Background: an optimization exercise with open tools, aiming at small area. Do not read the settings as production practice. For this run, only the layout was checked, not whether the RTL still works. Power and IR drop assume default switching activity.

==> design/flow/design.v <==
`timescale 1ns / 1ps
module Clock_Divider(
    input i_clk,
    input i_reset,
    output o_tick
    );
    reg [6:0] r_phase;
    wire w_fb = ~(r_phase[6] ^ r_phase[0]);
    wire w_wrap = (r_phase == 7'd7);
    assign o_tick = (r_phase == 7'd73);
    always @(posedge i_clk) begin
        r_phase <= (i_reset | w_wrap) ? 7'd0 : {r_phase[5:0], w_fb};
    end
endmodule
`timescale 1ns / 1ps
module Counter(
    input i_clk,
    input i_en,
    input i_reset,
    output [9:0] o_counter
    );
    reg [9:0] r_counter;
    assign o_counter = r_counter;
    always @(posedge i_clk) begin
        if (i_reset)
            r_counter <= 10'd0;
        else if (i_en)
            r_counter <= (r_counter == 10'd999) ? 10'd0 : r_counter + 10'd1;
    end
endmodule
`timescale 1ns / 1ps
module comparater(
    input [9:0] i_counter,
    output o_light_0, o_light_1, o_light_2, o_light_3
    );
    assign o_light_0 = (i_counter == 0);
    assign o_light_1 = (i_counter < 300);
    assign o_light_2 = (i_counter < 400);
    assign o_light_3 = (i_counter < 600);
endmodule
`timescale 1ns / 1ps
module Button_Controller(
    input i_clk,
    input i_button,
    input i_reset,
    output o_button
    );
    reg r_state;             
    reg r_event;             
    reg [18:0] r_count;
    wire w_diff = i_button ^ r_state;
    wire w_term = (r_count == 19'd207217);
    wire w_en   = w_diff & ~w_term & ~i_reset;
    wire w_fb   = ~(r_count[18] ^ r_count[5]);
    assign o_button = r_event;
    always @(posedge i_clk) begin
        r_count <= w_en ? {r_count[17:0], w_fb} : 19'd0;
        r_state <= ~i_reset & (r_state ^ (w_diff & w_term));
        r_event <= ~i_reset & w_diff & w_term & r_state;
    end
endmodule
`timescale 1ns / 1ps
module FSM(
    input i_clk,
    input i_reset,
    input [2:0] i_button,
    output [2:0] o_lightState
    );
    reg [2:0] r_level;
    reg [2:0] w_next;
    assign o_lightState = r_level;
    always @(*) begin
        w_next = r_level;
        if (i_button[0]) begin
            if (r_level != 3'd4) w_next = r_level + 3'd1;
        end else if (r_level != 3'd0) begin
            if (i_button[1])      w_next = r_level - 3'd1;
            else if (i_button[2]) w_next = 3'd0;
        end
    end
    always @(posedge i_clk) begin
        r_level <= i_reset ? 3'd0 : w_next;
    end
endmodule
`timescale 1ns / 1ps
module MUX(
    input [3:0] i_x,
    input [2:0] sel,
    input i_reset,
    output o_y
    );
    reg r_y;
    always @(*) begin
        case (sel)
            3'd1: r_y = i_x[0];
            3'd2: r_y = i_x[1];
            3'd3: r_y = i_x[2];
            3'd4: r_y = i_x[3];
            default: r_y = 1'b0;
        endcase
    end
    assign o_y = r_y & ~i_reset;
endmodule
`timescale 1ns / 1ps
module Top_PWM_Light(
    input i_clk,
    input i_reset,
    input [2:0] i_button,
    output o_y
    );
    wire w_tick;
    Clock_Divider Clock_divider(.i_clk(i_clk), .i_reset(i_reset), .o_tick(w_tick));
    wire [9:0] w_counter;
    Counter counter(.i_clk(i_clk), .i_en(w_tick), .i_reset(i_reset), .o_counter(w_counter));
    wire [3:0] w_light;
    comparater comp(.i_counter(w_counter), .o_light_0(w_light[0]), .o_light_1(w_light[1]),
                    .o_light_2(w_light[2]), .o_light_3(w_light[3]));
    wire [2:0] w_button;
    Button_Controller Bt0(.i_clk(i_clk), .i_button(i_button[0]), .i_reset(i_reset), .o_button(w_button[0]));
    Button_Controller Bt1(.i_clk(i_clk), .i_button(i_button[1]), .i_reset(i_reset), .o_button(w_button[1]));
    Button_Controller Bt2(.i_clk(i_clk), .i_button(i_button[2]), .i_reset(i_reset), .o_button(w_button[2]));
    wire [2:0] w_lightState;
    FSM fsm(.i_clk(i_clk), .i_reset(i_reset), .i_button(w_button), .o_lightState(w_lightState));
    MUX mux(.i_x(w_light), .sel(w_lightState), .i_reset(i_reset), .o_y(o_y));
endmodule
==> design/flow/run.sh <==
#!/bin/bash
# synth_recipe.tcl (not shown) runs the flow's synth.tcl, then flattens the netlist and writes it again
# the make line also repeats each setting of config.mk as NAME=value (left out here)
make -C /OpenROAD-flow-scripts/flow DESIGN_CONFIG=/design/flow/config.mk WORK_HOME=/design/flow/orfs CLKGATE_MAP_FILE= SYNTH_SCRIPT=/design/flow/synth_recipe.tcl finish
==> design/flow/config.mk <==
export PLATFORM = sky130hd
export DESIGN_NAME = Top_PWM_Light
export DESIGN_NICKNAME = Top_PWM_Light
export VERILOG_FILES = /design/flow/design.v
export SDC_FILE = /design/flow/constraint.sdc
export NUM_CORES = 4
export LEC_CHECK = 0
export CAP_MARGIN = 20
export CORE_MARGIN = 2
export CORE_UTILIZATION = 40
export SLEW_MARGIN = 20
==> design/flow/constraint.sdc <==
create_clock -name core_clock -period 10.0 [get_ports {i_clk}]
set_input_delay 2.0000 -clock core_clock [delete_from_list [all_inputs] [get_ports {i_clk}]]
set_output_delay 2.0000 -clock core_clock [all_outputs]
set_load 0.01 [all_outputs]
==> summary.txt <==
-- power by group --
part           switching [uW]  internal [uW]  total (uW)
Sequential               1.07            332         333
Clock                     127            120         247
Combinational            7.01           5.04        12.0
Total                     135            457         592
-- stage by stage --
step | util | hold slack, ns
2_1_floorplan | - | 0.420
3_3_place_gp | 0.426 | 0.426
3_5_place_dp | 0.426 | 0.432
4_1_cts | 0.452 | 0.450
5_1_grt | 0.452 | 0.472
6_report | 0.452 | 0.448
-- worst max path at each step --
stage / cells past startpoint / slack (ns) / from / endpoint
2_1_floorplan: 3 / 5.28 / i_reset / o_y
3_3_place_gp: 5 / 4.42 / i_reset / o_y
3_5_place_dp: 5 / 4.43 / i_reset / o_y
4_1_cts: 5 / 4.41 / i_reset / o_y
5_1_grt: 5 / 4.24 / i_reset / o_y
6_report: 5 / 4.41 / i_reset / o_y
-- critical path: cells and delay by family --
family,cells,cell delay (ns)
simple gates,1,0.24
buf+inv,3,1.21
compound gates,1,0.13
-- final cells by class --
class | instances | area (um^2) | share of cell area
Sequential cell | 83 | 1660 | 0.475
Multi-Input combinational cell | 201 | 1400 | 0.399
Clock inverter | 7 | 83.8 | 0.0240
Clock buffer | 9 | 124 | 0.0354
Inverter | 12 | 45.0 | 0.0129
Timing Repair Buffer | 6 | 57.6 | 0.0165
Tap cell | 102 | 128 | 0.0365
-- sequential cells by signal, indices dropped and copies added (netlist names) --
register,cells
Bt1.r_event,1
Bt0.r_event,1
Clock_divider.r_phase,7
Bt1.r_count,19
Bt0.r_state,1
Bt2.r_state,1
fsm.r_level,3
Bt2.r_event,1
Bt0.r_count,19
Bt2.r_count,19
Bt1.r_state,1
counter.r_counter,10
-- placed cells by master (no fill, tap or decap), drive strengths merged, types with 2 or more instances in the layout --
master          n
inv            15
o31ai           2
a21boi          3
ha              8
nor2b           4
and4            6
nor4bb         10
xor2            7
clkdlybuf4s50   5
a21oi          12
and2           63
nand2b          2
nand2           7
nor2           19
a21bo           3
clkinv          2
o21ai           6
nor4b           6
clkbuf          9
nand3b          3
or4             2
and3            2
nand4           7
xnor2           7
dfxtp          83
nand3           6
-- kinds of logic after synthesis --
| family | Yosys count | synth area share |
|---|---|---|
| AO/OA/AOI/OAI | 36 | 0.0784 |
| XOR/XNOR | 14 | 0.0386 |
| adder cells (fa/ha/maj) | 8 | 0.0315 |
| buffers and inverters | 22 | 0.0367 |
| flip-flops | 83 | 0.523 |
| AND/OR/NAND/NOR | 143 | 0.291 |
-- routing by layer --
layer,track usage,routed length (um),up-vias,share of wire
met5,0,0,-,0
li1,-,-,1062,-
met2,0.205,2210,26,0.43
met1,0.179,2650,957,0.52
met3,0.0435,148,8,0.029
met4,0.0551,83,0,0.016
==> flow_summary.yaml <==
clock_network:
  hold_buffers: 0
  cts_tree: "yes"
  htreeDepth: 3
  cts_resized: 0
  path_clk_slew_ns: 0.08
  clockBufferDepth: 2
  post_cts_buffers: 0
  clock_latency_ns: 0.35
  cts_root_buffer: "clkbuf_8"
  cts_buffers: 9
  cts_sinks: 83
timing:
  rsz0062_at_grt: "false"
  setup_viol: 0
  fmax_mhz: 179
  max_slew_margin: 0.475
  fin_worst_skew_ns: 0.0150
  hold_viol_final: 0
  finalWorstSetupSlack_ns: 4.41
  worstMarginPinSlew_ns: 0.786
  period_needed_ns: 5.59
  slew_violations: 0
  fin_crit_sh: 0.559
  final.setup.tns_ns: 0
critical_path:
  reg2reg_from: "Bt2.r_state"
  r2r-end: "Bt2.r_count[5]"
  arrival_ns: 3.59
  cp_cell_sequence: "clkdlybuf4s50_1 -> buf_4 -> a21oi_1 -> nor4b_1 -> clkdlybuf4s50_1"
  cp_slowest_cell: "clkdlybuf4s50_1"
  r2r_slack_ns: 8.32
  required_ns: 8.00
  slowest_delay_ns: 0.58
  cp-end-kind: "primary output"
  rr_worst_depth: 4
  critPathKind: "in -> out"
  worstPathMaxFanout: 23
  cp_common_cell: "clkdlybuf4s50_1"
  cp-start-kind: "input pin"
floorplanning:
  core_area_um2: 7730
  io_pins: 6
  design.die.area_um2: 8660
  num_rows: 32
  dieHeight_um: 93.1
  start_util: 0.411
  die_x_um: 93.1
placed_design:
  place.port_buffers: 5
  place_area_um2: 3290
  routabilityCongestion: 0.790
  dpl.cell_count: 404
  dp_hpwl_mm: 3.45
  place_ws_ns: 4.43
flow_run:
  maxCapViolCount: 0
synth:
  async_flop_share: 0
  synth_area_leader_cell: "dfxtp_1"
  netlist_top_cells_area: "dfxtp_1 (52%), and2_1 (12%), ha_1 (3.2%), nor4bb_1 (3.2%), nor2_1 (2.2%)"
  post-synth-top-count-cell: "dfxtp_1"
  syn_area_per_cell_um2: 10.4
  ys_ff_latch: 83
  syn_nets: 319
  yosysTopAreaCellShare: 0.523
  syn_area_um2: 3170
  synth_commonest_cells: "dfxtp_1 (83), and2_1 (60), nor2_1 (19)"
  ys.flop_type: "dfxtp_1"
  synth_edf_count: 0
  syn_inst: 306
  synthDistinctLibCells: 47
  ys_warn_count: 5
  seq_area_frac_synth: 0.523
finish:
  antennaDiodeCount: 0
  area_growth_pct: 10.1
  final_cell_area_um2: 3500
  nFillCells: 769
  nets: 326
  fin_cells: 420
  drive_above_1_share: 0.0881
global_route:
  grt_pass1_vias: 1997
  grt_max_degree: 24
  grt-ovfl-total: 0
  grt_pass1_wl_mm: 9.28
  antenna_found_initial: 0
  grt_usage: 0.136
status:
  status: "no timing/DRC/antenna violations"
power:
  p_total_uw: 592
  vdd_ir_drop_max_mv: 0.108
  p_per_area_nw_per_um2: 169
  leakagePower_uw: 0.00134
route:
  drt_wl_total_mm: 5.10
  drtIter0Drc: 75
  firstDrtPassIters: 4
  ant_nets: 0
  drc: 0
  wire_per_inst_um: 12.1
  viasPerCell: 4.89
  route.vias.total: 2053
min_path:
  min_path_type: "reg -> reg"
  holdPathEnd: "Bt1.r_count[9]"
  hold-path-cell-count: 1
  hold_start: "Bt1.r_count[8]"

==> what the ideal ports hide <==
In the flow no input, the clock included, has a driving cell. The finished layout below was timed again as built, in two steps. Step 1: set_driving_cell puts a clkbuf_16 on i_clk and a buf_2 on each other input, an assumption about the parent block. Step 2 times the ports against the registers' clock, not the clock port: input delays grow and output delays shrink by t, the midpoint of the rising clock arrivals with the driver on. Three values: no drivers, after step 1, after step 2; two values: the first two.
shift t [ns]: 0.376
setup slack, ns: 4.412 / 4.391 / 4.391
worst setup path at the end: input to output
clock arrival spread, ns: 0.017 / 0.017
worst data-port slew with drivers (ns): 0.03
After both steps this run still meets setup and hold. The setup slack of this run moves by -0.021 ns with the drivers and by -0.021 ns with both steps.
